This design comes from an exercise in tuning for small area and a short achievable clock period on the open sky130 flow, not from production work.
At most, simulation tests tie the RTL to the original design; equivalence was not proved.
Function not checked in runs 1 to 7: the RTL went through the layout flow alone.
Power figures rest on the tool's default switching activity, not on a simulated workload.

$ cat flow/flow/run.sh
#!/bin/bash
# Standard layout, but ports buffered with plain buffers instead of delay cells,
# and adders left to ABC instead of being extracted into full/half-adder cells.
set -euo pipefail
export BUFFER_PORTS_ARGS="-buffer_cell sky130_fd_sc_hd__buf_2"
export ADDER_MAP_FILE=
bash standard.sh > standard_flow.log 2>&1
$ cat flow/config.mk
export PLATFORM = sky130hd
export DESIGN_NAME = fpadder
export DESIGN_NICKNAME = fpadder
export VERILOG_FILES = /design/flow/design.v
export SDC_FILE = /design/flow/constraint.sdc
export NUM_CORES = 4
export LEC_CHECK = 0
export CAP_MARGIN = 20
export CORE_MARGIN = 2
export CORE_UTILIZATION = 40
export SETUP_SLACK_MARGIN = 1.6
export SLEW_MARGIN = 20
$ cat flow/design.v
module fpadder( input [15:0] A_59, input [15:0] B_59, input clk_59, input rst_59, output reg [15:0] C_59);
function [1:0] cmp_gt;   
  input [14:0] a, b;
  reg [15:0] G, E;
  integer i, k;
  begin
    G = {1'b0, a & ~b};
    E = {1'b1, ~((a & ~b) | (~a & b))};
    for (k = 1; k < 16; k = k * 2)
      for (i = 0; i + k < 16; i = i + 2 * k) begin
        G[i] = G[i + k] | (E[i + k] & G[i]);
        E[i] = E[i + k] & E[i];
      end
    cmp_gt = {G[0], E[0]};
  end
endfunction
wire [1:0] c15 = cmp_gt(A_59[14:0], B_59[14:0]);
wire [1:0] c5  = cmp_gt({10'd0, A_59[14:10]}, {10'd0, B_59[14:10]});
wire       zero = ~|{A_59, B_59};
wire [4:0] dab = A_59[14:10] - B_59[14:10];
wire [4:0] dba = B_59[14:10] - A_59[14:10];
wire [4:0] d   = c5[1] ? dab : dba;
reg        agb1, sa1, sb1;
reg [4:0]  e1;
reg [9:0]  fa1, fb1;
reg [3:0]  sh1;
always @(posedge clk_59) begin
  agb1 <= c15[1];
  sa1  <= A_59[15];
  sb1  <= B_59[15];
  e1   <= c5[1] ? A_59[14:10] : B_59[14:10];
  fa1  <= A_59[9:0];
  fb1  <= B_59[9:0];
  sh1  <= d[3:0] | {4{d[4] | zero}};
end
wire [9:0]  fs  = agb1 ? fb1 : fa1;
wire        sub = sa1 ^ sb1;
wire [10:0] y   = ({1'b1, fs} >> sh1) ^ {11{sub}};
reg        s2, sub2;
reg [4:0]  e2;
reg [9:0]  fg2;
reg [10:0] y2;
always @(posedge clk_59) begin
  s2   <= agb1 ? sa1 : sb1;
  sub2 <= sub;
  e2   <= e1;
  fg2  <= agb1 ? fa1 : fb1;
  y2   <= y;
end
wire [11:0] S = {2'b01, fg2} + {sub2, y2} + {11'd0, sub2};
reg        s3;
reg [4:0]  e3;
reg [11:0] S3;
always @(posedge clk_59) begin
  s3 <= s2; e3 <= e2; S3 <= S;
end
reg [3:0] m3;
always @(*) begin
  casez (S3[11:1])
    11'b1??????????: m3 = 4'd0;
    11'b01?????????: m3 = 4'd1;
    11'b001????????: m3 = 4'd2;
    11'b0001???????: m3 = 4'd3;
    11'b00001??????: m3 = 4'd4;
    11'b000001?????: m3 = 4'd5;
    11'b0000001????: m3 = 4'd6;
    11'b00000001???: m3 = 4'd7;
    11'b000000001??: m3 = 4'd8;
    11'b0000000001?: m3 = 4'd9;
    11'b00000000001: m3 = 4'd10;
    default:         m3 = 4'd1;
  endcase
end
wire [11:0] sl = S3 << m3;
always @(posedge clk_59) begin
  C_59[15]    <= s3;
  C_59[14:10] <= e3 + 5'd1 - {1'b0, m3};
  C_59[9:0]   <= sl[10:1];
end
endmodule
$ cat flow/standard.sh
#!/bin/bash
# synth_recipe.tcl (not shown) runs the flow's synth.tcl, then flattens the netlist and writes it again
# the make line also repeats each setting of config.mk as NAME=value (left out here)
make -C /OpenROAD-flow-scripts/flow DESIGN_CONFIG=/design/flow/config.mk WORK_HOME=/design/flow/orfs CLKGATE_MAP_FILE= SYNTH_SCRIPT=/design/flow/synth_recipe.tcl "${@:-finish}"
$ cat flow/constraint.sdc
create_clock -name core_clock -period 3.8 [get_ports {clk_59}]
set_input_delay 0.7600 -clock core_clock [delete_from_list [all_inputs] [get_ports {clk_59}]]
set_output_delay 0.7600 -clock core_clock [all_outputs]
set_load 0.01 [all_outputs]
==> results of run 1 <==
[flip-flops by register name, indices dropped and copies added (netlist names)]
register	flops
sub2	1
S3	12
C_59	16
sa1	1
fb1	10
fg2	10
e2	5
e3	5
s3	1
fa1	10
sb1	1
y2	11
sh1	4
agb1	1
s2	1
e1	5
[kinds of logic (layout without fill, tap and decap cells)]
kind of cell | after synthesis | after routing | synth area share, %
flops | 94 | 94 | 42.0
xor+xnor | 45 | 45 | 8.80
buf+inv | 42 | 100 | 3.63
compound gates | 100 | 100 | 16.0
simple gates | 130 | 130 | 14.3
mux | 43 | 43 | 12.6
fa+ha+maj | 11 | 11 | 2.57
[layout make-up]
class | count | area [um2]
multi-input combinational | 329 | 2540
clock buffer | 9 | 124
sequential | 94 | 1900
timing repair buffer | 61 | 342
tap | 140 | 175
inverter | 23 | 86.3
fill | 1014 | 5650
clock inverter | 7 | 67.6
[worst min path at each step]
stage	startpoint	to	slack [ns]	cells past startpoint
floorplan	s3	C_59[15]	0.31	0
global route	e1[2]	e2[2]	0.34	0
detailed placement	e1[2]	e2[2]	0.31	0
CTS	e1[2]	e2[2]	0.33	0
global placement	s3	C_59[15]	0.31	0
finish	e1[2]	e2[2]	0.33	0
[synth_stat cells (6+ instances only)]
library cell  number  area share [%]
xor2_1            16             3.1
nand3_1            8            0.89
mux2i_1           18             4.0
nand2b_1          11             1.5
inv_1             22             1.8
clkbuf_1          12             1.0
a211oi_1           9             1.5
o21ai_1            6            0.67
nor2_1            32             2.7
dfxtp_1           94              42
nand2_1           36             3.0
mux4_2             9             4.5
mux2_2            15             3.8
xnor2_1           29             5.7
nor4_1            12             1.7
o21ai_0           11             1.2
a21oi_1           24             2.7
maj3_1             9             2.0
o22ai_1            7            0.98
[per-layer routing]
metal	track usage, %	up-vias	part of all wire [%]
li1	-	1779	-
met1	17.9	1605	45
met2	26.5	79	49
met3	4.09	17	4.2
met4	5.70	0	2.4
met5	0	-	0
[report_power, final]
part	total, mW	switching [mW]	leakage, nW	internal [mW]
clock	0.619	0.364	0.0993	0.255
combinational	1.49	0.745	1.21	0.740
sequential	1.50	0.247	0.794	1.25
total	3.60	1.36	2.11	2.25
[what timing repair did]
action                     CTS  global route
setup buffers                3             8
pin swaps                    5             9
setup endpoints to repair   16            13
gates resized for setup      8            23
[metrics by stage]
step / std cells / utilization (%)
finish: 663 / 48.1
global route: 663 / 48.1
CTS: 655 / 46.8
detailed placement: 636 / 44.5
global placement: 636 / 44.5
floorplan: 465 / -
[critical path, stage by stage (launching register included)]
cell,delay [ns]
dfxtp_4,0.37
or4_4,0.59
buf_4,0.17
a21oi_1,0.20
o22ai_1,0.13
a2bb2oi_2,0.18
mux2i_1,0.25
xor2_1,0.15
==> metrics.md, run 1 <==
| Metric | Value |
|---|---|
| Status | no timing/DRC/antenna violations |
| I/O pin count | 50 |
| Die X | 110 um |
| First-pass GRT wire length | 14,300 um |
| Die Area | 12,100 um2 |
| Pin count of the biggest net entering global routing | 23 |
| Pre-antenna DRT Iters | 4 |
| Max Slew Vio Count | 0 |
| Nets | 552 |
| Post-synthesis area per instance | 9.63 um2 |
| CP startpoint | S3[5] |
| Crit path kind | flip-flop to flip-flop |
| CP endpoint | C_59[14] |
| Hpwl dp | 6810 um |
| Register area share after synthesis | 42.0% |
| Final TNS setup | 0 ns |
| Flops & latches, synth | 94 |
| Vias/cell | 5.25 |
| Worst skew pair latency | 0.35 ns |
| Most frequent cells in the layout | dfxtp_1 (87), buf_2 (48), nand2_1 (36), nor2_1 (31), xnor2_1 (28) |
| N_diodes | 0 |
| Number of I/O port buffers | 48 |
| Leakage power | 2.11 nW |
| Number of flops mapped to enable cells by yosys | 0 |
| Dpl ws | 1.28 ns |
| Warnings from Yosys | 1 |
| Max_slew headroom | 55.0% |
| Residual DRC | 0 |
| DRT antenna net count | 0 |
| H-tree Lvls | 3 |
| Synth Net Count | 499 |
| Worst-path clk slew | 0.09 ns |
| GP Congestion | 0.853 |
| CTS buffer count | 9 |
| Worst r2r src | S3[5] |
| Overall Power | 3.60 mW |
| Mapped Cells | 465 |
| Endpoints failing hold | 0 |
| Peak VDD IR | 0.357 mV |
| Critical path endpoint category | flip-flop |
| Starting Density | 41.1% |
| Post-synth top flop | dfxtp_1 |
| Clock buffer depth | 2 |
| Hold WC Path Type | flip-flop to flip-flop |
| Reg-to-reg setup timing slack | 1.68 ns |
| DRT iter0 DRCs | 125 |
| Max cap viols | 0 |
| CP Max Fanout | 6 |
| WL final | 8930 um |
| Root Buffer | clkbuf_8 |
| RSZ-0062 raised after global routing | yes |
| Grt total ovfl | 0 |
| Max Clk Rate | 472 MHz |
| Cell area after synthesis | 4480 um2 |
| Fin area | 5240 um2 |
| Final worst slack | 1.68 ns |
| Die height | 110 um |
| Reg2reg end | C_59[14] |
| Pwr dens | 688 nW/um2 |
| Period Utilization, post-route | 55.8% |
| Core Region | 10,900 um2 |
| Commonest non-fill, non-tap cell in the layout | dfxtp_1 |
| Fin Hold WS | 0.333 ns |
| Worst slew pin tran | 0.668 ns |
| Clock sinks | 94 |
| Tmin final | 2.12 ns |
| Critical Path AT | 2.41 ns |
| GR Util All Layers | 15.3% |
| Worst Clk Skew | 0.00503 ns |
| Share of layout cells above drive strength 1 | 26.6% |
| Antenna violations before repair | 0 |
| Layout area overhead | 16.9% |
| DR vias | 3,480 |
| Worst path required time | 4.09 ns |
| Cts-stage hold buffer count | 0 |
| CTS tree | yes |
| WL per Instance | 13.5 um |
| Final setup vio count | 0 |
| CP Launch Type | flip-flop |
| Dpl cell area | 4850 um2 |
| Number of global-route vias before repair | 3,124 |
| FFs w/ async S/R, synth | 0% |
| Distinct cells, synth | 61 |
| # rows | 38 |
| Worst R2R Path Depth | 7 |
==> run 2: changes to the inputs <==
--- a/flow/config.mk
+++ b/flow/config.mk
@@ -8,5 +8,5 @@
 export CAP_MARGIN = 20
 export CORE_MARGIN = 2
 export CORE_UTILIZATION = 40
-export SETUP_SLACK_MARGIN = 1.6
+export SETUP_SLACK_MARGIN = 2.2
 export SLEW_MARGIN = 20
==> run 2 against run 1 <==
Clock skew up 0.0053 ns. Register-to-register slack better by 0.04 ns. Clock power up 1%. Maximum frequency up 1.8%. Total power up 13%. Non-clock buffer count up 39. Still clean on timing, DRC and antenna. Critical path type unchanged. Largest cell class unchanged. Worst setup slack better by 0.038 ns. Synthesized cell count unchanged. Wire length up 11%. Die area unchanged. Critical endpoint is now C_59[9].
==> metrics.md, run 2 <==
| Metric | Value |
|---|---|
| Final TNS setup | 0 ns |
| Fin Hold WS | 0.336 ns |
| WL per Instance | 14.1 um |
| Post-synthesis area per instance | 9.63 um2 |
| Commonest non-fill, non-tap cell in the layout | dfxtp_1 |
| Clock buffer depth | 2 |
| Peak VDD IR | 0.302 mV |
| CTS tree | yes |
| Root Buffer | clkbuf_8 |
| Cell area after synthesis | 4480 um2 |
| Dpl cell area | 4960 um2 |
| Pin count of the biggest net entering global routing | 19 |
| Most frequent cells in the layout | dfxtp_1 (81), buf_4 (42), buf_2 (37), nand2_1 (35), nor2_1 (29) |
| Hpwl dp | 6770 um |
| H-tree Lvls | 3 |
| Layout area overhead | 34.9% |
| Fin cells | 702 |
| Period Utilization, post-route | 54.8% |
| Flops & latches, synth | 94 |
| Worst path required time | 4.05 ns |
| Final setup vio count | 0 |
| RSZ-0062 raised after global routing | yes |
| I/O pin count | 50 |
| Tmin final | 2.08 ns |
| CP Max Fanout | 8 |
| Dpl ws | 1.39 ns |
| Vias/cell | 5.20 |
| FFs w/ async S/R, synth | 0% |
| Inst Count DP | 635 |
| GR Util All Layers | 16.9% |
| Post-layout util | 55.5% |
| Nets | 591 |
| Distinct cells, synth | 61 |
| Die height | 110 um |
| Largest reg by FF count | C_59 |
| Number of I/O port buffers | 48 |
| N_diodes | 0 |
| Worst Clk Skew | 0.0103 ns |
| Residual DRC | 0 |
| Post-synth top flop | dfxtp_1 |
| Warnings from Yosys | 1 |
| # rows | 38 |
| Max Clk Rate | 480 MHz |
| First-pass GRT wire length | 16,000 um |
| Number of flops mapped to enable cells by yosys | 0 |
| Grt total ovfl | 0 |
| Fin area | 6040 um2 |
| Max Slew Vio Count | 0 |
| Fill count | 945 |
| Max reg flops | 16 |
| Crit path kind | flip-flop to flip-flop |
| Worst R2R Path Depth | 8 |
| Share of layout cells above drive strength 1 | 41.3% |
| Worst-path clk slew | 0.10 ns |
| Most frequent cell after synthesis | dfxtp_1 |
| CP Launch Type | flip-flop |
| Clock sinks | 94 |
| DRT iter0 DRCs | 108 |
| Hold depth | 0 |
| Max_slew headroom | 48.1% |
| Overall Power | 4.08 mW |
| Number of global-route vias before repair | 3,452 |
| Register area share after synthesis | 42.0% |
| Synth top cells by count | dfxtp_1 (94), nand2_1 (36), nor2_1 (32) |
| GP Congestion | 0.936 |
| Antenna violations before repair | 0 |
| Worst skew pair latency | 0.35 ns |
| CTS buffer count | 9 |
| Endpoints failing hold | 0 |
| Worst slew pin tran | 0.776 ns |
| Post-synth top area cell | dfxtp_1 |
| Critical Path AT | 2.33 ns |
| Final worst slack | 1.72 ns |
| DR vias | 3,649 |
| Pre-antenna DRT Iters | 4 |
| Mapped Cells | 465 |
| WL final | 9890 um |
| Die X | 110 um |
| Die Area | 12,100 um2 |
| Max cap viols | 0 |
| Hold WC Path Type | flip-flop to flip-flop |
| Starting Density | 41.1% |
| Leakage power | 2.46 nW |
| Biggest registers after layout | C_59 x16, S3 x12, y2 x11 |
| Pwr dens | 676 nW/um2 |
| Top cell type's share of synthesized area | 42.0% |
| Critical path endpoint category | flip-flop |
| Core Region | 10,900 um2 |
| Synth Net Count | 499 |
| DRT antenna net count | 0 |
| Status | no timing/DRC/antenna violations |
| Synth area leaders | dfxtp_1 (42%), xnor2_1 (5.7%), mux4_2 (4.5%) |
## run 2: cell counts after synthesis
Identical to the previous run, type by type.
## run 2: critical path: stages (launching register included)
cell and delay (ns):
dfxtp_2 0.36, or4_4 0.60, o21ai_4 0.17, o21ai_4 0.13, buf_4 0.17, mux2i_1 0.16, o21ai_2 0.10, a22oi_2 0.20
o21ai_1 0.09
## run 2: repair_timing
item                                    in CTS  in global routing
endpoints found under the setup margin      39                 41
buffers inserted                            37                 14
pin swaps                                   47                 23
endpoints found under the hold margin        0                  0
resized for setup                           88                 22
hold buffers                                 0                  0
## run 2: kinds of logic after synthesis
family          Yosys count  synth area share, %
simple gates            130                 14.3
compound gates          100                 16.0
flops                    94                 42.0
xor+xnor                 45                 8.80
mux                      43                 12.6
buf+inv                  42                 3.63
fa+ha+maj                11                 2.57
## run 2: worst paths after layout
kind	from	to	slack, ns
hold reg to reg	e1[0]	e2[0]	0.34
hold / removal	e1[0]	e2[0]	0.34
setup reg to reg	S3[5]	C_59[9]	1.72
setup / recovery	S3[5]	C_59[9]	1.72
## run 2: power breakdown
group	leakage [nW]	switching (mW)	internal, mW
Clock	0.0984	0.373	0.254
Combinational	1.57	0.924	1.02
Sequential	0.794	0.252	1.26
Total	2.46	1.55	2.53
## run 2: layout make-up
cell class / instances / area, um2 / area share, %
clock buffers: 9 / 124 / 2.05
clock inverters: 7 / 62.6 / 1.04
inverters: 23 / 86.3 / 1.43
multi-input cells: 329 / 2900 / 48.1
flip-flops and latches: 94 / 1910 / 31.6
well taps: 140 / 175 / 2.90
repair buffers: 100 / 781 / 12.9
## run 2: layer usage
metal	track usage, %	part of all wire [%]	routed length [um]	up-vias
met4	6.78	0.72	71	0
li1	-	-	-	1866
met2	31.0	53	5260	66
met5	0	0	0	-
met3	2.61	3.1	307	8
met1	19.4	43	4250	1709
==> run 3: changes to the inputs <==
--- a/flow/config.mk
+++ b/flow/config.mk
@@ -5,8 +5,9 @@
 export SDC_FILE = /design/flow/constraint.sdc
 export NUM_CORES = 4
 export LEC_CHECK = 0
+export ABC_AREA = 1
 export CAP_MARGIN = 20
 export CORE_MARGIN = 2
 export CORE_UTILIZATION = 40
-export SETUP_SLACK_MARGIN = 2.2
+export SETUP_SLACK_MARGIN = 1.9
 export SLEW_MARGIN = 20
==> run 3 against run 2 <==
Clock power grew 39%. Critical path type unchanged. Sequential power is 5% lower. Wire length grew 1.2%.
==> metrics.md, run 3 <==
| Metric | Value |
|---|---|
| Worst r2r src | S3[6] |
| Pwr dens | 716 nW/um2 |
| Critical path endpoint category | flip-flop |
| Flops & latches, synth | 94 |
| Max_slew headroom | 66.0% |
| Mapped Cells | 661 |
| Post-synth top area cell | dfxtp_1 |
| Worst skew pair latency | 0.34 ns |
| Grt total ovfl | 0 |
| Root Buffer | clkbuf_16 |
| Cell area after synthesis | 4650 um2 |
| Max Clk Rate | 546 MHz |
| Biggest registers after layout | C_59 x16, S3 x12, y2 x11 |
| Synth top cells by count | nand2_1 (175), dfxtp_1 (94), inv_1 (81) |
| Share of layout cells above drive strength 1 | 18.3% |
| Clock buffer depth | 2 |
| Residual DRC | 0 |
| Layout area overhead | 18.7% |
| Hold Crit Start | e1[0] |
| GR Util All Layers | 16.4% |
| Warnings from Yosys | 1 |
| Vias/cell | 4.82 |
| DRT iter0 DRCs | 171 |
| Register area share after synthesis | 40.4% |
| Simple-Gate Fraction of Synth Area | 32.9% |
| FFs w/ async S/R, synth | 0% |
| Hpwl dp | 7790 um |
| Multi-input gate area | 2490 um2 |
| Mux share of post-synthesis cell area | 0.860% |
| Starting Density | 40.9% |
| Fin cells | 870 |
| Max reg flops | 16 |
| WL per Instance | 11.5 um |
| WL final | 10,000 um |
| CTS tree | yes |
| Max Slew Vio Count | 0 |
| Synth Area in Compound Gates | 10.7% |
| CP startpoint | S3[6] |
| I/O pin count | 50 |
| Number of flops mapped to enable cells by yosys | 0 |
| Worst-path cell chain | nor2_4, nand2_1, nor2_2, nand2_2, nand2_8, inv_4, nand2_8, nand2_8, nand2_1, nand2_1, nand2_1, nand2_1, nand3b_1 |
| Core Region | 11,400 um2 |
| Peak VDD IR | 0.425 mV |
| Most frequent cells in the layout | nand2_1 (172), dfxtp_1 (86), inv_1 (78), nor2_1 (58), nand3_1 (50) |
| Worst Clk Skew | 0.00861 ns |
| Max cap viols | 0 |
| Commonest non-fill, non-tap cell in the layout | nand2_1 |
| Post-synthesis area per instance | 7.04 um2 |
| Post-synth top flop | dfxtp_1 |
| Synth Net Count | 695 |
| CP max stage cell | dfxtp_2 |
| Die height | 112 um |
| Endpoints failing hold | 0 |
| Leakage power | 2.75 nW |
| Synth area leaders | dfxtp_1 (40%), nand2_1 (14%), inv_1 (6.5%) |
| Final setup vio count | 0 |
| Worst slew pin tran | 0.506 ns |
| Clock sinks | 94 |
| Critical Path AT | 2.06 ns |
| Post-layout util | 48.6% |
| GP Congestion | 0.914 |
| DR vias | 4,197 |
| Period Utilization, post-route | 48.2% |
| # rows | 39 |
| Inst Count DP | 843 |
| Post-synthesis xor/xnor area fraction | 6.59% |
| Top cell type's share of synthesized area | 40.4% |
| Number of I/O port buffers | 48 |
| Die Area | 12,500 um2 |
| Status | no timing/DRC/antenna violations |
| Most frequent cell after synthesis | nand2_1 |
| Seq. cell area | 1890 um2 |
| CP dominant cell by count | nand2_1 |
| Distinct cells, synth | 41 |
| First-pass GRT wire length | 16,800 um |
| Nets | 756 |
| Number of global-route vias before repair | 3,807 |
| Adder-cell share of the synthesized area | 0.215% |
| CTS buffer count | 9 |
| Pre-antenna DRT Iters | 6 |
| CP Launch Type | flip-flop |
| Antenna violations before repair | 0 |
| Worst path required time | 4.03 ns |
| Hold WC Path Type | flip-flop to flip-flop |
| Crit-path max cell delay | 0.37 ns |
| Fill count | 1,130 |
| Pin count of the biggest net entering global routing | 25 |
| CP Max Fanout | 18 |
| RSZ-0062 raised after global routing | no |
| Largest family of logic cells by synthesized area | simple AND/OR/NAND/NOR gates |
| N_diodes | 0 |
| Tmin final | 1.83 ns |
| Die X | 112 um |
| Crit path kind | flip-flop to flip-flop |
| H-tree Lvls | 3 |
| Final TNS setup | 0 ns |
| Worst-path clk slew | 0.06 ns |
| DRT antenna net count | 0 |
| Largest reg by FF count | C_59 |
==> run 3: critical path: cells and delay by family, from the launching register on <==
kind                   cells  cell delay (ns)
and+or+nand+nor           12             1.29
DFF                        1             0.37
buffers and inverters      1             0.05
==> run 3: worst paths after layout <==
kind         endpoint  slack [ns]  cells past startpoint
max reg2reg   C_59[7]        1.97                     13
max           C_59[7]        1.97                     13
min reg2reg     e2[0]        0.33                      0
min             e2[0]        0.33                      0
==> run 3: cell families after synthesis <==
group                    after synthesis
XOR/XNOR                              35
adder cells (fa/ha/maj)                1
flip-flops                            94
multiplexers                           4
AND/OR/NAND/NOR                      339
buffers and inverters                 97
AO/OA/AOI/OAI                         91
==> run 3: what timing repair did <==
action / in CTS / in global routing
buffers inserted: 0 / 11
hold buffers: 0 / 0
pin swaps: 0 / 7
resized for setup: 4 / 35
hold endpoints to repair: 0 / 0
endpoints found under the setup margin: 20 / 23
==> run 3: per-layer routing <==
layer	part of all wire (%)	vias to the layer above	GRT usage [%]
met5	0	-	0
met1	46	1850	19.9
met2	47	92	28.0
met3	4.1	22	3.65
met4	2.8	0	7.00
li1	-	2233	-
==> run 3: stage by stage <==
| stage | area, um2 | hold slack [ns] | power [mW] | worst slack, ns |
|---|---|---|---|---|
| floorplan | 4660 | 0.310 | 2.65 | 1.93 |
| global placement | 5030 | 0.310 | 2.98 | 1.45 |
| detailed placement | 5030 | 0.312 | 3.01 | 1.43 |
| CTS | 5330 | 0.327 | 3.89 | 1.88 |
| global route | 5520 | 0.335 | 4.29 | 1.85 |
| finish | 5520 | 0.327 | 3.96 | 1.97 |
==> run 3: where the power goes <==
group          switching [mW]  internal [mW]  total (mW)  leakage (nW)
Clock                   0.361          0.508       0.869         0.143
Combinational            1.04          0.612        1.66          1.82
Sequential              0.171           1.26        1.43         0.793
Total                    1.58           2.38        3.96          2.75
==> run 3: cell type report <==
type / instances / area share, %
clock buffers: 10 / 4.14
clock inverters: 6 / 1.11
inverters: 87 / 6.14
well taps: 143 / 3.24
multi-input cells: 470 / 45.1
repair buffers: 60 / 5.98
flip-flops and latches: 94 / 34.3
==> run 4: changes to the inputs <==
--- a/flow/config.mk
+++ b/flow/config.mk
@@ -5,7 +5,7 @@
 export SDC_FILE = /design/flow/constraint.sdc
 export NUM_CORES = 4
 export LEC_CHECK = 0
-export ABC_AREA = 1
+export ABC_CLOCK_PERIOD_IN_PS = 1500
 export CAP_MARGIN = 20
 export CORE_MARGIN = 2
 export CORE_UTILIZATION = 40
==> run 4 against run 3 <==
First-iteration DRC count down 37%. Hold slack improved by 0.0058 ns. Synthesized cell count decreased by 30%. Register-to-register slack worse by 0.17 ns. Core utilization is 5.7 points higher. Flip-flop and latch count unchanged. Sequential power increased by 6%. Global-route usage up 0.71 points. Clock skew up 0.0048 ns. Worst setup slack got worse by 0.17 ns. Clock power is 28% lower. Area after synthesis down 3.8%.
==> metrics.md, run 4 <==
| Metric | Value |
|---|---|
| Largest reg by FF count | C_59 |
| Dpl cell area | 4940 um2 |
| Share of layout cells above drive strength 1 | 40.9% |
| Antenna violations before repair | 0 |
| Worst Clk Skew | 0.0134 ns |
| WL per Instance | 14.2 um |
| Hold Crit Endpoint | e3[2] |
| Max Slew Vio Count | 0 |
| Top cell type's share of synthesized area | 42.0% |
| Period Utilization, post-route | 52.8% |
| DRT antenna net count | 0 |
| Met2 Track Usage GR | 31.0% |
| Post-synth top area cell | dfxtp_1 |
| Sw Share | 39.2% |
| Net switching power | 1.61 mW |
| First-pass GRT wire length | 16,200 um |
| Worst-path cell chain | maj3_2, maj3_4, o21ai_2, a21oi_2, a21oi_2, buf_4, a2111oi_2, a2111oi_2 |
| Critical Path AT | 2.26 ns |
| Status | no timing/DRC/antenna violations |
| WP buf/inv | 1 |
| Synth Net Count | 499 |
| GR Util All Layers | 17.1% |
| Fill count | 939 |
| Clock network fraction of total power | 15.3% |
| Nets | 586 |
| Fin area | 5910 um2 |
| Hold depth | 0 |
| Synth top cells by count | dfxtp_1 (94), nand2_1 (36), nor2_1 (32) |
| GP Congestion | 0.882 |
| CTS tree | yes |
| Max Clk Rate | 499 MHz |
| Grt total ovfl | 0 |
| Grt met3 use | 3.73% |
| RSZ-0062 raised after global routing | yes |
| Endpoints failing hold | 0 |
| DR vias | 3,645 |
| Worst slew pin tran | 0.515 ns |
| Leakage power | 2.37 nW |
| Int Pwr | 2.49 mW |
| Die Area | 12,100 um2 |
| Starting Density | 41.1% |
| Combinational share of power | 47.6% |
| Crit path kind | flip-flop to flip-flop |
| Layout area overhead | 31.9% |
| Core Region | 10,900 um2 |
| Number of global-route vias before repair | 3,544 |
| Sequential share of power | 37.1% |
| Die X | 110 um |
| CP Max Fanout | 3 |
| Post-synth top flop | dfxtp_1 |
| Max cap viols | 0 |
| Commonest non-fill, non-tap cell in the layout | dfxtp_1 |
| M1 GR Usage | 19.1% |
| Fin Hold WS | 0.333 ns |
| Register area share after synthesis | 42.0% |
| Warnings from Yosys | 1 |
| CTS buffer count | 9 |
| Hold Crit Start | e2[2] |
| Root Buffer | clkbuf_8 |
| Mapped Cells | 465 |
| Reg2reg end | S3[10] |
| Max_slew headroom | 65.6% |
| Worst r2r src | sub2 |
| Crit-path leading delay family | compound AO/OA/AOI/OAI gates |
| Critical path endpoint category | flip-flop |
| N_diodes | 0 |
| Pwr dens | 693 nW/um2 |
| Worst-path clk slew | 0.09 ns |
| Hpwl dp | 6820 um |
| Peak VDD IR | 0.332 mV |
| Number of flops mapped to enable cells by yosys | 0 |
| Die height | 110 um |
| H-tree Lvls | 3 |
| Clock buffer depth | 2 |
| FFs w/ async S/R, synth | 0% |
| Pin count of the biggest net entering global routing | 19 |
| Vias/cell | 5.23 |
| Synth area leaders | dfxtp_1 (42%), xnor2_1 (5.7%), mux4_2 (4.5%) |
| DRT iter0 DRCs | 108 |
| Distinct cells, synth | 61 |
| Cell area after synthesis | 4480 um2 |
| Max reg flops | 16 |
| CP Launch Type | flip-flop |
| Final worst slack | 1.79 ns |
| Crit-path max cell delay | 0.36 ns |
| Worst path required time | 4.05 ns |
| Post-synthesis area per instance | 9.63 um2 |
| CP max stage cell | maj3_4 |
| WL final | 9900 um |
| Hold WC Path Type | flip-flop to flip-flop |
| Biggest registers after layout | C_59 x16, S3 x12, y2 x11 |
| Reg-to-reg setup timing slack | 1.79 ns |
| Worst skew pair latency | 0.36 ns |
| Top Usage Layer GRT | met2 |
| Tmin final | 2.01 ns |
| Dpl ws | 1.36 ns |
| Cts-stage hold buffer count | 0 |
| Most frequent cells in the layout | dfxtp_1 (81), buf_2 (44), buf_4 (41), nand2_1 (35) |
| Overall Power | 4.09 mW |
| Final TNS setup | 0 ns |
| Clock sinks | 94 |
| Worst R2R Path Depth | 8 |
| Residual DRC | 0 |
| Most frequent cell after synthesis | dfxtp_1 |
| Final setup vio count | 0 |
| # rows | 38 |
| Pre-antenna DRT Iters | 4 |
| Flops & latches, synth | 94 |
| Number of I/O port buffers | 48 |
| I/O pin count | 50 |
## run 4: changes by cell type after synthesis, sizes merged, moves of 13 or more
cell   previous run  this run
nor2             75        33
mux2              0        16
xor2             29        16
nand3            52         8
o21ai            60        18
inv              86        23
nand2           186        36
mux2i             4        18
xnor2             6        29
## run 4: repair_timing
action / CTS / global route
buffers inserted: 32 / 11
endpoints found under the setup margin: 31 / 26
endpoints found under the hold margin: 0 / 0
pin swaps: 27 / 33
gates cloned: 2 / 0
gates resized for setup: 45 / 55
## run 4: area by class of cell
class / count / area (um2) / area share [%]
tap: 140 / 175 / 2.97
clock buffer: 9 / 124 / 2.10
multi-input combinational: 331 / 2910 / 49.3
sequential: 94 / 1910 / 32.4
clock inverter: 7 / 68.8 / 1.17
inverter: 23 / 86.3 / 1.46
timing repair buffer: 93 / 627 / 10.6
## run 4: worst max path at each step
stage                   from        to  slack [ns]  cells after the start
global placement    B_59[13]    sh1[0]        1.40                      8
detailed placement  B_59[13]    sh1[0]        1.36                      8
CTS                     sub2    S3[10]        1.72                      7
finish                  sub2    S3[10]        1.79                      8
floorplan           A_59[12]    sh1[3]        1.70                      8
global route           S3[6]  C_59[14]        1.71                      7
## run 4: cells by family (layout without fill, tap and decap cells)
family                     Yosys count  count (layout)  synth area share (%)
and+or+nand+nor                    130             130                  14.3
AOI/OAI and AO/OA                  100             102                  16.0
muxes                               43              43                  12.6
xor gates and xnor gates            45              45                  8.80
adders and majority gates           11              11                  2.57
DFF                                 94              94                  42.0
buffers and inverters               42             132                  3.63
## run 4: metrics by stage
step           util, %  instances
4_1_cts           51.1        686
5_1_grt           54.2        697
6_report          54.2        697
3_3_place_gp      45.4        636
3_5_place_dp      45.4        636
2_1_floorplan        -        465
## run 4: power by group through the flow
stage          clock (mW)  sequential (mW)  combinational (mW)
3_3_place_gp            0             1.49                1.37
4_1_cts             0.654             1.48                1.71
2_1_floorplan           0             1.46                1.13
5_1_grt             0.689             1.56                2.12
3_5_place_dp            0             1.51                1.38
6_report            0.627             1.52                1.95
## run 4: worst register-to-register path, delay by kind of cell, from the launching register on
family	cells	cell delay (ns)
AO/OA/AOI/OAI	5	0.73
adder cells (fa/ha/maj)	2	0.66
buffers and inverters	1	0.15
flip-flops	1	0.35
## run 4: per-layer routing
layer  wire, um  vias up  part of all wire [%]
met5          0        -                     0
met4        291        0                   2.9
met3        327       23                   3.3
met2       5090       86                    51
met1       4190     1683                    42
li1           -     1853                     -
==> run 5: changes to the inputs <==
==> flow/config.mk (replaced) <==
export PLATFORM = sky130hd
export DESIGN_NAME = fpadder
export DESIGN_NICKNAME = fpadder
export VERILOG_FILES = /design/flow/design.v
export SDC_FILE = /design/flow/constraint.sdc
export NUM_CORES = 4
export LEC_CHECK = 0
export ABC_AREA = 1
export CAP_MARGIN = 20
export CORE_MARGIN = 2
export CORE_UTILIZATION = 40
export SETUP_SLACK_MARGIN = 1.6
export SLEW_MARGIN = 20
==> run 5 against run 4 <==
Still clean. Sequential share of layout area is 3.0 points higher. Critical path depth grew 5. Critical endpoint is now sh1[1]. Clock power up 38%. Maximum frequency rose by 2.4%. Area after synthesis up 4.0%. Die area grew 3.8%. Largest cell class unchanged. First-iteration DRC count increased by 53%. Critical path type is now input pin to flip-flop. Global-route usage is 0.91 points lower. Combinational power fell by 18%. Total power fell by 5.6%. Via count grew 13%.
==> metrics.md, run 5 <==
| Metric | Value |
|---|---|
| Status | no timing/DRC/antenna violations |
| Hold WC Path Type | flip-flop to flip-flop |
| Register area share after synthesis | 40.4% |
| Clock buffer depth | 2 |
| Worst skew pair latency | 0.33 ns |
| # rows | 39 |
| CP Launch Type | input pin |
| WL per Instance | 11.3 um |
| Tmin final | 1.96 ns |
| Crit-path leading delay family | simple AND/OR/NAND/NOR gates |
| Sw Share | 39.2% |
| Antenna violations before repair | 0 |
| Max reg flops | 16 |
| Setup Buffers After CTS | 0 |
| CP Depth | 13 |
| Synth area leaders | dfxtp_1 (40%), nand2_1 (14%), inv_1 (6.5%) |
| Grt total ovfl | 0 |
| Endpoints failing hold | 0 |
| Final TNS setup | 0 ns |
| Crit-path max cell delay | 0.26 ns |
| Flops & latches, synth | 94 |
| Root Buffer | clkbuf_16 |
| Number of flops mapped to enable cells by yosys | 0 |
| Final setup vio count | 0 |
| Commonest non-fill, non-tap cell in the layout | nand2_1 |
| Most frequent cell after synthesis | nand2_1 |
| Vias/cell | 4.79 |
| Leakage power | 2.68 nW |
| Synth top cells by count | nand2_1 (175), dfxtp_1 (94), inv_1 (81) |
| Mapped Cells | 661 |
| Die X | 112 um |
| Worst slew pin tran | 0.569 ns |
| Cell area after synthesis | 4650 um2 |
| Max cap viols | 0 |
| CP dominant cell by count | inv_1 |
| Share of layout cells above drive strength 1 | 13.3% |
| H-tree Lvls | 3 |
| CP max stage cell | nor2_1 |
| RSZ-0062 raised after global routing | no |
| GR Util All Layers | 16.2% |
| Net switching power | 1.51 mW |
| DRT iter0 DRCs | 165 |
| Overall Power | 3.87 mW |
| WP buf/inv | 5 |
| I/O pin count | 50 |
| Peak VDD IR | 0.329 mV |
| Core Region | 11,400 um2 |
| Warnings from Yosys | 1 |
| CTS tree | yes |
| Biggest registers after layout | C_59 x16, S3 x12, y2 x11 |
| Most frequent cells in the layout | nand2_1 (174), dfxtp_1 (93), inv_1 (80), nor2_1 (65), nand3_1 (50) |
| Fill count | 1,144 |
| Worst-path clk slew | 0.06 ns |
| Sequential share of power | 36.5% |
| GP Congestion | 0.913 |
| Pin count of the biggest net entering global routing | 25 |
| Post-synthesis area per instance | 7.04 um2 |
| Max Clk Rate | 510 MHz |
| Largest reg by FF count | C_59 |
| Max_slew headroom | 61.8% |
| Worst Clk Skew | 0.00566 ns |
| Number of I/O port buffers | 48 |
| Layout area overhead | 14.4% |
| DR vias | 4,112 |
| Critical path endpoint category | flip-flop |
| Critical Path AT | 2.17 ns |
| Hpwl dp | 7840 um |
| Period Utilization, post-route | 51.6% |
| CP Max Fanout | 12 |
| Combinational share of power | 41.1% |
| N_diodes | 0 |
| WL final | 9720 um |
| Crit path kind | input pin to flip-flop |
| Int Pwr | 2.35 mW |
| Synth Net Count | 695 |
| Worst R2R Path Depth | 9 |
| Post-synth top area cell | dfxtp_1 |
| FFs w/ async S/R, synth | 0% |
| Pwr dens | 726 nW/um2 |
| Hold depth | 0 |
| Worst path required time | 4.02 ns |
| Post-synth top flop | dfxtp_1 |
| Residual DRC | 0 |
| Die Area | 12,500 um2 |
| Pre-antenna DRT Iters | 4 |
| Number of global-route vias before repair | 3,768 |
| Die height | 112 um |
| Max Slew Vio Count | 0 |
| Distinct cells, synth | 41 |
| Seq. cell area | 1880 um2 |
| DRT antenna net count | 0 |
| Nets | 745 |
| Clock sinks | 94 |
| Clock network fraction of total power | 22.4% |
| Worst-path cell chain | buf_2, inv_1, nor2_1, nor2_1, a21oi_1, o21ai_1, inv_1, nand2_2, inv_1, o21ai_0, nand2_1, inv_1, nand2_1 |
| Starting Density | 40.9% |
| CTS buffer count | 9 |
| Multi-input gate area | 2400 um2 |
| First-pass GRT wire length | 16,500 um |
| Top cell type's share of synthesized area | 40.4% |
[run 5: cell types whose count changed after synthesis, moves of 15 or more]
cell	change
inv_1	+59
mux2_2	-15
nand2_1	+139
nand3_1	+43
nor2_1	+34
o21ai_0	+38
xnor2_1	-23
[run 5: kinds of logic after synthesis]
logic type | Yosys count | synth area share [%]
DFF | 94 | 40.4
xor gates and xnor gates | 35 | 6.59
and+or+nand+nor | 339 | 32.9
muxes | 4 | 0.860
buffers and inverters | 97 | 8.25
adders and majority gates | 1 | 0.215
AOI/OAI and AO/OA | 91 | 10.7
[run 5: per-stage QoR]
step                      util [%]  cells  setup slack [ns]  instance area, um2  hold slack (ns)
after detailed placement      44.2    843              1.33                5030            0.312
after CTS                     46.7    858              1.66                5310            0.326
after global placement        44.2    843              1.38                5030            0.310
after floorplan                  -    661              1.89                4650            0.310
final                         46.8    858              1.84                5330            0.325
after global routing          46.8    858              1.61                5330            0.332
[run 5: final timing paths]
| kind | slack [ns] | end | from |
|---|---|---|---|
| worst max register to register | 1.88 | C_59[5] | S3[6] |
| worst min-delay path | 0.33 | e2[2] | e1[2] |
| worst max-delay path | 1.84 | sh1[1] | B_59[13] |
| worst min register to register | 0.33 | e2[2] | e1[2] |
[run 5: metal layers]
metal,vias up,GRT usage (%),wire length [um]
met5,-,0,0
met4,0,7.74,263
met3,21,2.61,325
met2,78,27.9,4600
met1,1803,19.7,4530
li1,2210,-,-
[run 5: final cells by class]
cell class	instances	share of cell area, %
timing repair buffer	49	4.65
sequential	94	35.4
inverter	87	6.25
multi-input combinational	470	45.0
clock inverter	1	0.564
clock buffer	14	4.77
tap	143	3.36
[run 5: power groups by stage]
stage | Sequential, mW | Clock, mW | Combinational [mW]
floorplan | 1.43 | 0 | 1.22
global placement | 1.43 | 0 | 1.55
detailed placement | 1.44 | 0 | 1.57
CTS | 1.42 | 0.887 | 1.58
global route | 1.45 | 0.932 | 1.81
finish | 1.41 | 0.866 | 1.59
[run 5: timing repair]
action	4_1_cts	5_1_grt
gates cloned	0	0
resized for setup	1	4
endpoints found under the setup margin	1	15
hold buffers	0	0
==> run 6: changes to the inputs <==
--- a/flow/config.mk
+++ b/flow/config.mk
@@ -9,5 +9,5 @@
 export CAP_MARGIN = 20
 export CORE_MARGIN = 2
 export CORE_UTILIZATION = 40
-export SETUP_SLACK_MARGIN = 1.6
+export SETUP_SLACK_MARGIN = 2.2
 export SLEW_MARGIN = 20
==> run 6 against run 5 <==
Still clean. Area after synthesis unchanged. Hold slack improved by 0.00079 ns. Die area unchanged. Clock skew increased by 0.0032 ns. Critical path type is now flip-flop to flip-flop. Critical endpoint is now C_59[7]. Largest cell class unchanged. Highest routed layer unchanged.
==> metrics.md, run 6 <==
| Metric | Value |
|---|---|
| Status | no timing/DRC/antenna violations |
| Hold Crit Start | e2[1] |
| Inst Count DP | 843 |
| Reg2reg end | C_59[7] |
| Max reg flops | 16 |
| Grt total ovfl | 0 |
| Fin Hold WS | 0.326 ns |
| Flops & latches, synth | 94 |
| Synth top cells by count | nand2_1 (175), dfxtp_1 (94), inv_1 (81) |
| Starting Density | 40.9% |
| I/O pin count | 50 |
| Post-synthesis xor/xnor area fraction | 6.59% |
| Cell area after synthesis | 4650 um2 |
| Die X | 112 um |
| Critical Path AT | 1.97 ns |
| Worst skew pair latency | 0.33 ns |
| Synth Net Count | 695 |
| FFs w/ async S/R, synth | 0% |
| CP Max Fanout | 5 |
| Max Slew Vio Count | 0 |
| Largest family of logic cells by synthesized area | simple AND/OR/NAND/NOR gates |
| CTS buffer count | 9 |
| Max_slew headroom | 69.6% |
| CTS tree | yes |
| Register area share after synthesis | 40.4% |
| Most frequent cells in the layout | nand2_1 (155), dfxtp_1 (82), inv_1 (63), nand3_1 (46), nor2_1 (44) |
| Post-layout util | 55.2% |
| Share of layout cells above drive strength 1 | 31.6% |
| GP Congestion | 0.907 |
| Period Utilization, post-route | 46.0% |
| GR Util All Layers | 17.3% |
| Final setup vio count | 0 |
| Die Area | 12,500 um2 |
| WL final | 11,100 um |
| Cts-stage hold buffer count | 0 |
| Hold WC Path Type | flip-flop to flip-flop |
| Hpwl dp | 7820 um |
| Post-synth top flop | dfxtp_1 |
| Fin cells | 899 |
| DRT antenna net count | 0 |
| First-pass GRT wire length | 17,800 um |
| Mapped Cells | 661 |
| Largest reg by FF count | C_59 |
| Residual DRC | 0 |
| Clock buffer depth | 2 |
| Number of global-route vias before repair | 4,132 |
| Clock sinks | 94 |
| DR vias | 4,425 |
| Synth area leaders | dfxtp_1 (40%), nand2_1 (14%), inv_1 (6.5%) |
| # rows | 39 |
| Post-synth top area cell | dfxtp_1 |
| Distinct cells, synth | 41 |
| Core Region | 11,400 um2 |
| Worst path required time | 4.02 ns |
| N_diodes | 0 |
| Worst-path clk slew | 0.06 ns |
| Commonest non-fill, non-tap cell in the layout | nand2_1 |
| Top cell type's share of synthesized area | 40.4% |
| Pwr dens | 708 nW/um2 |
| Root Buffer | clkbuf_16 |
| Die height | 112 um |
| H-tree Lvls | 3 |
| Post-synthesis area per instance | 7.04 um2 |
| Number of flops mapped to enable cells by yosys | 0 |
| Peak VDD IR | 0.448 mV |
| Mux share of post-synthesis cell area | 0.860% |
| Nets | 785 |
| Synth Area in Compound Gates | 10.7% |
| Worst r2r src | S3[6] |
| Pre-antenna DRT Iters | 5 |
| Hold depth | 0 |
| Reg-to-reg setup timing slack | 2.05 ns |
| Hold Crit Endpoint | e3[1] |
| Final TNS setup | 0 ns |
| RSZ-0062 raised after global routing | yes |
| Biggest registers after layout | C_59 x16, S3 x12, y2 x11 |
| Worst Clk Skew | 0.00884 ns |
| Worst slew pin tran | 0.455 ns |
| Tmin final | 1.75 ns |
| CP Launch Type | flip-flop |
| Worst R2R Path Depth | 12 |
| Most frequent cell after synthesis | nand2_1 |
| Max Clk Rate | 572 MHz |
| Antenna violations before repair | 0 |
| Warnings from Yosys | 1 |
| Critical path endpoint category | flip-flop |
| Endpoints failing hold | 0 |
| Layout area overhead | 34.7% |
| Leakage power | 3.02 nW |
| WL per Instance | 12.4 um |
| Adder-cell share of the synthesized area | 0.215% |
| Simple-Gate Fraction of Synth Area | 32.9% |
| Fill count | 1,071 |
| Crit path kind | flip-flop to flip-flop |
| Pin count of the biggest net entering global routing | 17 |
| Vias/cell | 4.92 |
| Number of I/O port buffers | 48 |
| Max cap viols | 0 |
| DRT iter0 DRCs | 175 |
==> run 6: cell type report <==
cell class                      instances  area [um2]  share of cell area (%)
Inverter                               87         375                    5.99
Multi-Input combinational cell        474        2870                    45.8
Sequential cell                        94        1920                    30.6
Clock buffer                           11         253                    4.03
Clock inverter                          5        56.3                   0.898
Tap cell                              143         179                    2.85
Timing Repair inverter                  1        7.51                   0.120
Timing Repair Buffer                   84         611                    9.74
==> run 6: power by group <==
group          total, mW  leakage [nW]  switching, mW  internal, mW
Clock              0.899         0.152          0.354         0.545
Sequential          1.45         0.795          0.177          1.28
Combinational       2.09          2.07           1.26         0.833
Total               4.44          3.02           1.79          2.66
==> run 6: timing repair <==
| action | 4_1_cts | 5_1_grt |
|---|---|---|
| resized for setup | 62 | 113 |
| pin swaps | 29 | 45 |
| hold endpoints to repair | 0 | 0 |
| cloned | 2 | 3 |
| setup buffers | 18 | 17 |
| setup endpoints to repair | 36 | 40 |
==> run 6: metrics by stage <==
stage	area, um2	total power, mW	worst slack, ns
2_1_floorplan	4750	2.66	2.03
3_3_place_gp	5110	3.00	1.59
3_5_place_dp	5110	3.02	1.57
4_1_cts	5780	4.10	2.13
5_1_grt	6270	4.77	1.94
6_report	6270	4.44	2.05
==> run 6: worst max-delay path by stage <==
stage | from | end | slack [ns] | cells after the start
6_report | S3[6] | C_59[7] | 2.05 | 12
3_5_place_dp | B_59[12] | sh1[2] | 1.57 | 14
3_3_place_gp | B_59[12] | sh1[2] | 1.59 | 14
2_1_floorplan | B_59[11] | sh1[0] | 2.03 | 10
5_1_grt | S3[6] | C_59[7] | 1.94 | 12
4_1_cts | S3[11] | C_59[7] | 2.13 | 13
==> run 6: cell families after synthesis <==
logic type                 count (synthesis)
and+or+nand+nor                          339
xor gates and xnor gates                  35
buffers and inverters                     97
adders and majority gates                  1
AOI/OAI and AO/OA                         91
muxes                                      4
DFF                                       94
==> run 6: layer usage <==
metal | vias up | part of all wire, % | routed length, um | global-route usage (%)
met2 | 102 | 52 | 5740 | 31.2
li1 | 2299 | - | - | -
met5 | - | 0 | 0 | 0
met3 | 21 | 3.8 | 425 | 3.10
met4 | 0 | 2.0 | 227 | 7.74
met1 | 2003 | 42 | 4720 | 20.0
==> run 6: critical path: stages (launching register included) <==
cell      delay, ns
dfxtp_4        0.36
nor2_4         0.14
nand2_2        0.10
nand2_1        0.11
nand2_2        0.07
nor2_4         0.19
nand2_8        0.11
buf_4          0.16
nand3_1        0.08
nand2_1        0.06
nand2_1        0.05
nand2_1        0.06
nand3b_1       0.15
==> run 7: changes to the inputs <==
--- a/flow/design.v
+++ b/flow/design.v
@@ -1,4 +1,4 @@
-module fpadder( input [15:0] A_59, input [15:0] B_59, input clk_59, input rst_59, output reg [15:0] C_59);
+module fpadder( input [15:0] A_59, input [15:0] B_59, input clk_59, input rst_59, output [15:0] C_59);
 function [1:0] cmp_gt;   
   input [14:0] a, b;
   reg [15:0] G, E;
@@ -71,10 +71,15 @@
     default:         m3 = 4'd1;
   endcase
 end
-wire [11:0] sl = S3 << m3;
+wire [11:0] sl = S3 << {m3[3:1], 1'b0};
+reg        s4, m4;
+reg [4:0]  e4;
+reg [10:0] t4;
 always @(posedge clk_59) begin
-  C_59[15]    <= s3;
-  C_59[14:10] <= e3 + 5'd1 - {1'b0, m3};
-  C_59[9:0]   <= sl[10:1];
+  s4 <= s3;
+  e4 <= e3 + 5'd1 - {1'b0, m3};
+  m4 <= m3[0];
+  t4 <= sl[10:0];
 end
+assign C_59 = {s4, e4, m4 ? t4[9:0] : t4[10:1]};
 endmodule
--- a/flow/config.mk
+++ b/flow/config.mk
@@ -9,5 +9,5 @@
 export CAP_MARGIN = 20
 export CORE_MARGIN = 2
 export CORE_UTILIZATION = 40
-export SETUP_SLACK_MARGIN = 2.2
+export SETUP_SLACK_MARGIN = 1.9
 export SLEW_MARGIN = 20
==> run 7 against run 6 <==
Still clean. Combinational power is 31% lower. Hold slack barely moved. Wire length down 18%. First-iteration DRC count decreased by 14%. Highest routed layer unchanged.
==> metrics.md, run 7 <==
| Metric | Value |
|---|---|
| Hpwl dp | 7340 um |
| Reg2reg end | e4[3] |
| Largest family of logic cells by synthesized area | simple AND/OR/NAND/NOR gates |
| Hold depth | 0 |
| Max Clk Rate | 518 MHz |
| WL final | 9090 um |
| Number of global-route vias before repair | 3,678 |
| Cell area after synthesis | 4590 um2 |
| Critical Path AT | 1.17 ns |
| DRT antenna net count | 0 |
| Post-synth top area cell | dfxtp_1 |
| CP Max Fanout | 6 |
| Clock buffer depth | 2 |
| Clock network fraction of total power | 23.5% |
| Max reg flops | 12 |
| CP startpoint | m4 |
| Warnings from Yosys | 1 |
| Worst r2r src | S3[6] |
| Vias/cell | 4.63 |
| Starting Density | 40.6% |
| WL per Instance | 10.9 um |
| RSZ-0062 raised after global routing | yes |
| Dpl cell area | 4960 um2 |
| Endpoints failing hold | 0 |
| WP buf/inv | 1 |
| Worst R2R Path Depth | 12 |
| CP max stage cell | dfxtp_4 |
| Die Area | 12,300 um2 |
| Worst Clk Skew | 0.00819 ns |
| CP Launch Type | flip-flop |
| Sw Share | 36.4% |
| Post-synthesis xor/xnor area fraction | 6.84% |
| Critical path endpoint category | output pin |
| Worst path required time | 3.04 ns |
| Mapped Cells | 628 |
| Post-synth top flop | dfxtp_1 |
| Fin area | 5420 um2 |
| DR vias | 3,869 |
| Root Buffer | clkbuf_16 |
| Adder-cell share of the synthesized area | 0.218% |
| Worst slew pin tran | 0.586 ns |
| FFs w/ async S/R, synth | 0% |
| Hold Crit Endpoint | e3[0] |
| Worst-path clk slew | 0.06 ns |
| Tmin final | 1.93 ns |
| Int Pwr | 2.42 mW |
| Grt total ovfl | 0 |
| Register area share after synthesis | 41.9% |
| DRT iter0 DRCs | 150 |
| CTS buffer count | 9 |
| Most frequent cell after synthesis | nand2_1 |
| H-tree Lvls | 3 |
| Distinct cells, synth | 41 |
| Simple-Gate Fraction of Synth Area | 28.9% |
| Residual DRC | 0 |
| Final setup vio count | 0 |
| Synth Net Count | 662 |
| Hold Crit Start | e2[0] |
| Flops & latches, synth | 96 |
| Number of I/O port buffers | 48 |
| Combinational share of power | 38.0% |
| Die X | 111 um |
| Biggest registers after layout | S3 x12, t4 x11, y2 x11 |
| N_diodes | 0 |
| Pin count of the biggest net entering global routing | 25 |
| # rows | 39 |
| Hold WC Path Type | flip-flop to flip-flop |
| Nets | 721 |
| GP Congestion | 0.920 |
| Synth top cells by count | nand2_1 (159), dfxtp_1 (96), inv_1 (75) |
| Leakage power | 2.67 nW |
| Peak VDD IR | 0.431 mV |
| Antenna violations before repair | 0 |
| Pwr dens | 702 nW/um2 |
| Final TNS setup | 0 ns |
| Post-synthesis area per instance | 7.31 um2 |
| Crit path kind | flip-flop to output pin |
| Core Region | 11,300 um2 |
| Max cap viols | 0 |
| Die height | 111 um |
| Synth Area in Compound Gates | 11.9% |
| Layout area overhead | 18.1% |
| I/O pin count | 50 |
| First-pass GRT wire length | 16,100 um |
| Number of flops mapped to enable cells by yosys | 0 |
| Status | no timing/DRC/antenna violations |
| Max Slew Vio Count | 0 |
| GR Util All Layers | 15.7% |
| Pre-antenna DRT Iters | 5 |
| Largest reg by FF count | S3 |
| Clock sinks | 96 |
| Reg-to-reg setup timing slack | 2.16 ns |
| Overall Power | 3.81 mW |
| Max_slew headroom | 60.9% |
| Synth area leaders | dfxtp_1 (42%), nand2_1 (13%), inv_1 (6.1%) |
| Worst-path cell chain | mux2_4, buf_6 |
| Worst skew pair latency | 0.33 ns |
| Crit-path leading delay family | flip-flops |
| Mux share of post-synthesis cell area | 2.02% |
| Most frequent cells in the layout | nand2_1 (157), dfxtp_1 (95), inv_1 (74), nor2_1 (52), o21ai_0 (50) |
| Share of layout cells above drive strength 1 | 19.4% |
| Net switching power | 1.39 mW |
| Sequential share of power | 38.4% |
| Commonest non-fill, non-tap cell in the layout | nand2_1 |
| Period Utilization, post-route | 50.8% |
| CTS tree | yes |
| Fill count | 1,154 |
| Top cell type's share of synthesized area | 41.9% |
| Crit-path max cell delay | 0.41 ns |
[run 7: how the worst max path moves through the flow]
stage,slack (ns),cells after the start,end
after floorplan,1.98,12,sh1[1]
after global placement,1.69,11,sh1[0]
after detailed placement,1.67,12,sh1[0]
after CTS,1.87,4,C_59[8]
after global routing,1.81,3,C_59[5]
final,1.87,2,C_59[0]
[run 7: metrics by stage]
step | std cells | hold WS (ns) | utilization [%] | setup WS (ns)
after floorplan | 628 | 0.310 | - | 1.98
final | 835 | 0.325 | 47.9 | 1.87
after CTS | 830 | 0.326 | 47.0 | 1.87
after detailed placement | 810 | 0.312 | 43.8 | 1.67
after global routing | 835 | 0.333 | 47.9 | 1.81
after global placement | 810 | 0.310 | 43.8 | 1.69
[run 7: repair_timing]
item                                    4_1_cts  5_1_grt
gates resized for setup                      11       20
buffers inserted                              4        5
pin swaps                                     0        3
endpoints found under the setup margin       10       21
hold endpoints to repair                      0        0
hold buffers                                  0        0
[run 7: cell families after synthesis]
group	after synthesis
buffers and inverters	95
xor gates and xnor gates	35
adders and majority gates	1
and+or+nand+nor	293
DFF	96
muxes	9
AOI/OAI and AO/OA	99
[run 7: layout make-up]
cell class	count	area, um2	area share (%)
clock buffer	11	253	4.66
inverter	85	323	5.95
timing repair buffer	58	343	6.32
clock inverter	5	53.8	0.992
sequential	96	1930	35.5
multi-input combinational	437	2340	43.2
tap	143	179	3.30
[run 7: power by group through the flow]
| stage | Clock [mW] | Sequential, mW | Combinational, mW |
|---|---|---|---|
| floorplan | 0 | 1.42 | 1.04 |
| finish | 0.896 | 1.46 | 1.45 |
| global placement | 0 | 1.48 | 1.30 |
| CTS | 0.922 | 1.46 | 1.40 |
| global route | 0.966 | 1.50 | 1.67 |
| detailed placement | 0 | 1.48 | 1.31 |
[run 7: routing by layer]
| metal | track usage, % | wire [um] |
|---|---|---|
| met1 | 19.6 | 4210 |
| met2 | 27.0 | 4470 |
| met3 | 3.39 | 293 |
| met4 | 5.10 | 114 |
| met5 | 0 | 0 |
==> run 8: changes to the inputs <==
--- a/flow/design.v
+++ b/flow/design.v
@@ -72,14 +72,18 @@
   endcase
 end
 wire [11:0] sl = S3 << {m3[3:1], 1'b0};
-reg        s4, m4;
+reg        s4, ma4, mb4;
 reg [4:0]  e4;
-reg [10:0] t4;
+reg [10:0] tn4;
 always @(posedge clk_59) begin
-  s4 <= s3;
-  e4 <= e3 + 5'd1 - {1'b0, m3};
-  m4 <= m3[0];
-  t4 <= sl[10:0];
+  s4  <= s3;
+  e4  <= e3 + 5'd1 - {1'b0, m3};
+  ma4 <= m3[0];
+  mb4 <= ~m3[0];
+  tn4 <= ~sl[10:0];
 end
-assign C_59 = {s4, e4, m4 ? t4[9:0] : t4[10:1]};
+wire [9:0] fo;
+assign fo[4:0] = ~(ma4 ? tn4[4:0] : tn4[5:1]);
+assign fo[9:5] = ~(mb4 ? tn4[10:6] : tn4[9:5]);
+assign C_59 = {s4, e4, fo};
 endmodule
==> run 8 against run 7 <==
Critical path type unchanged. Global-route usage fell by 0.64 points. Clock skew fell by 0.0018 ns. Critical path depth did not move. Largest cell class unchanged. Critical endpoint is now C_59[9]. Hold slack got worse by 0.0033 ns. Still clean on timing, DRC and antenna. Register-to-register slack got worse by 0.06 ns. Cell area is 0.28% higher.
==> metrics.md, run 8 <==
| Metric | Value |
|---|---|
| Critical path endpoint category | output pin |
| Commonest non-fill, non-tap cell in the layout | nand2_1 |
| CP endpoint | C_59[9] |
| Distinct cells, synth | 38 |
| DR vias | 3,978 |
| Final setup vio count | 0 |
| Hold WC Path Type | flip-flop to flip-flop |
| Reg2reg end | e4[3] |
| Max reg flops | 12 |
| Mapped Cells | 642 |
| Most frequent cells in the layout | nand2_1 (172), dfxtp_1 (95), inv_1 (83), buf_2 (48), nor2_1 (45) |
| Register area share after synthesis | 41.5% |
| Post-synth top flop | dfxtp_1 |
| Hold depth | 0 |
| RSZ-0062 raised after global routing | yes |
| Fill count | 1,163 |
| Most frequent cell after synthesis | nand2_1 |
| Overall Power | 3.87 mW |
| Synth area leaders | dfxtp_1 (42%), nand2_1 (14%), inv_1 (6.7%) |
| Crit-path max cell delay | 0.39 ns |
| Layout area overhead | 16.2% |
| Worst R2R Path Depth | 12 |
| Pin count of the biggest net entering global routing | 27 |
| Fin Hold WS | 0.322 ns |
| Number of global-route vias before repair | 3,625 |
| Hpwl dp | 7330 um |
| Clock buffer depth | 2 |
| Synth Net Count | 676 |
| Worst path required time | 3.04 ns |
| Number of I/O port buffers | 48 |
| DRT iter0 DRCs | 138 |
| CP Launch Type | flip-flop |
| FFs w/ async S/R, synth | 0% |
| Max Slew Vio Count | 0 |
| Die height | 112 um |
| Status | no timing/DRC/antenna violations |
| Critical Path AT | 1.07 ns |
| Final TNS setup | 0 ns |
| Nets | 729 |
| GP Congestion | 0.939 |
| Share of layout cells above drive strength 1 | 17.0% |
| Clock sinks | 97 |
| Crit path kind | flip-flop to output pin |
| Post-layout util | 47.6% |
| Endpoints failing hold | 0 |
| Leakage power | 2.77 nW |
| First-pass GRT wire length | 15,700 um |
| Worst-path clk slew | 0.06 ns |
| Worst skew pair latency | 0.33 ns |
| Grt total ovfl | 0 |
| WL per Instance | 11.0 um |
| Post-synth top area cell | dfxtp_1 |
| WL final | 9230 um |
| Peak VDD IR | 0.396 mV |
| Die Area | 12,600 um2 |
| Vias/cell | 4.72 |
| Reg-to-reg setup timing slack | 2.10 ns |
| Top cell type's share of synthesized area | 41.5% |
| H-tree Lvls | 3 |
| Inst Count DP | 822 |
| Die X | 112 um |
| Max cap viols | 0 |
| Tmin final | 1.83 ns |
| Max_slew headroom | 61.5% |
| Flops & latches, synth | 97 |
| CP startpoint | mb4 |
| Root Buffer | clkbuf_16 |
| Warnings from Yosys | 1 |
| Post-synthesis area per instance | 7.29 um2 |
| Fin cells | 843 |
| DRT antenna net count | 0 |
| Max Clk Rate | 547 MHz |
| Seq. cell area | 1950 um2 |
| # rows | 39 |
| CP Max Fanout | 9 |
| GR Util All Layers | 15.1% |
| N_diodes | 0 |
| Pwr dens | 712 nW/um2 |
| CP max stage cell | dfxtp_4 |
| Period Utilization, post-route | 48.1% |
| CTS tree | yes |
| Worst-path cell chain | mux2i_1, buf_2 |
| Worst r2r src | S3[8] |
| CTS buffer count | 9 |
| Residual DRC | 0 |
| Starting Density | 41.0% |
| Biggest registers after layout | S3 x12, tn4 x11, y2 x11 |
| Largest reg by FF count | S3 |
| Worst slew pin tran | 0.573 ns |
| Number of flops mapped to enable cells by yosys | 0 |
| Cell area after synthesis | 4680 um2 |
| Synth top cells by count | nand2_1 (172), dfxtp_1 (97), inv_1 (84) |
| I/O pin count | 50 |
| Antenna violations before repair | 0 |
| Pre-antenna DRT Iters | 4 |
| Worst Clk Skew | 0.00637 ns |
| Multi-input gate area | 2320 um2 |
| Core Region | 11,400 um2 |
==> run 8: cell count changes after synthesis, moves of 4 or more <==
| cell | before | now |
|---|---|---|
| buf_6 | 1 | 5 |
| nor2_1 | 56 | 45 |
| a31oi_1 | 2 | 7 |
| nand2_1 | 159 | 172 |
| nor2_4 | 6 | 1 |
| o21ai_1 | 9 | 19 |
| o21ai_0 | 54 | 41 |
| inv_1 | 75 | 84 |
==> run 8: what timing repair did <==
item | in CTS | in global routing
setup buffers | 0 | 4
cloned | 0 | 1
hold buffers | 0 | 0
pin swaps | 0 | 1
setup endpoints to repair | 8 | 14
gates resized for setup | 3 | 7
==> run 8: area by class of cell <==
cell class / count / area share [%]
Clock buffer: 11 / 4.46
Clock inverter: 5 / 1.89
Inverter: 92 / 6.42
Multi-Input combinational cell: 441 / 42.8
Sequential cell: 97 / 35.9
Tap cell: 143 / 3.29
Timing Repair Buffer: 54 / 5.32
==> run 8: routing by layer <==
metal	part of all wire (%)	wire length [um]	up-vias	GRT usage, %
met1	45	4140	1738	17.9
met5	0	0	-	0
met2	50	4580	85	26.2
met4	1.7	159	0	6.18
li1	-	-	2142	-
met3	3.9	357	13	3.51
==> run 8: cells by family after synthesis <==
group                     count (synthesis)  synth area share (%)
and+or+nand+nor                         299                  29.6
buffers and inverters                   105                  9.36
AOI/OAI and AO/OA                       100                  11.7
DFF                                      97                  41.5
xor gates and xnor gates                 33                  6.18
muxes                                     8                  1.71
==> run 8: where the power goes <==
part           total (mW)  switching (mW)  internal, mW
clock network        1.01           0.355         0.660
registers            1.46           0.157          1.30
logic                1.40           0.881         0.521
==> run 8: worst min-delay path by stage <==
stage | endpoint | start
6_report | e2[3] | e1[3]
5_1_grt | e2[1] | e1[1]
4_1_cts | e2[3] | e1[3]
3_5_place_dp | e2[1] | e1[1]
3_3_place_gp | s4 | s3
2_1_floorplan | e2[0] | e1[0]
==> run 8: worst max-delay path, delay by kind of cell (launching register included) <==
kind     cells  cell delay (ns)
flops        1             0.39
buf+inv      1             0.15
mux          1             0.20
==> run 8: metrics by stage <==
stage / instance area, um2 / setup slack (ns)
floorplan: 4680 / 2.03
global placement: 5020 / 1.63
detailed placement: 5020 / 1.58
CTS: 5370 / 1.91
global route: 5440 / 1.89
finish: 5440 / 1.97

-- port drivers added, routing unchanged --
How much do the figures lean on ideal ports? The routed layouts below were timed once more, with nothing changed but the port constraints.
Step 1 assumes that a clkbuf_16 drives the clock port and a buf_2 every other input.
Step 2 also shifts input and output timing later by t, the mid clock arrival at the registers, as if the neighbouring blocks saw the same clock.
Slacks: ideal ports / drivers / drivers and shift; pairs: ideal ports / drivers.
run	t, ns	setup WS [ns]	hold slack, ns	worst register clock-pin slew, ns	pins driven straight from the clock port
run 1	0.382	1.681 / 1.681 / 1.342	0.333 / 0.333 / 0.333	0.10 / 0.10	1
run 2	0.383	1.719 / 1.719 / 1.564	0.336 / 0.336 / 0.336	0.10 / 0.10	1
run 3	0.378	1.967 / 1.967 / 1.639	0.327 / 0.327 / 0.327	0.07 / 0.07	1
run 4	0.386	1.795 / 1.795 / 1.448	0.333 / 0.333 / 0.333	0.10 / 0.10	1
run 5	0.367	1.841 / 1.856 / 1.489	0.325 / 0.325 / 0.325	0.06 / 0.06	1
run 6	0.364	2.052 / 2.052 / 1.734	0.326 / 0.326 / 0.326	0.06 / 0.06	1
run 7	0.363	1.868 / 1.833 / 1.726	0.325 / 0.325 / 0.325	0.07 / 0.07	1
run 8	0.368	1.971 / 1.933 / 1.697	0.322 / 0.322 / 0.322	0.06 / 0.06	1
After both steps every run listed still meets setup and hold. For run 5, which loses most, drivers alone change the setup slack by +0.015 ns; drivers and shift together by -0.352 ns.
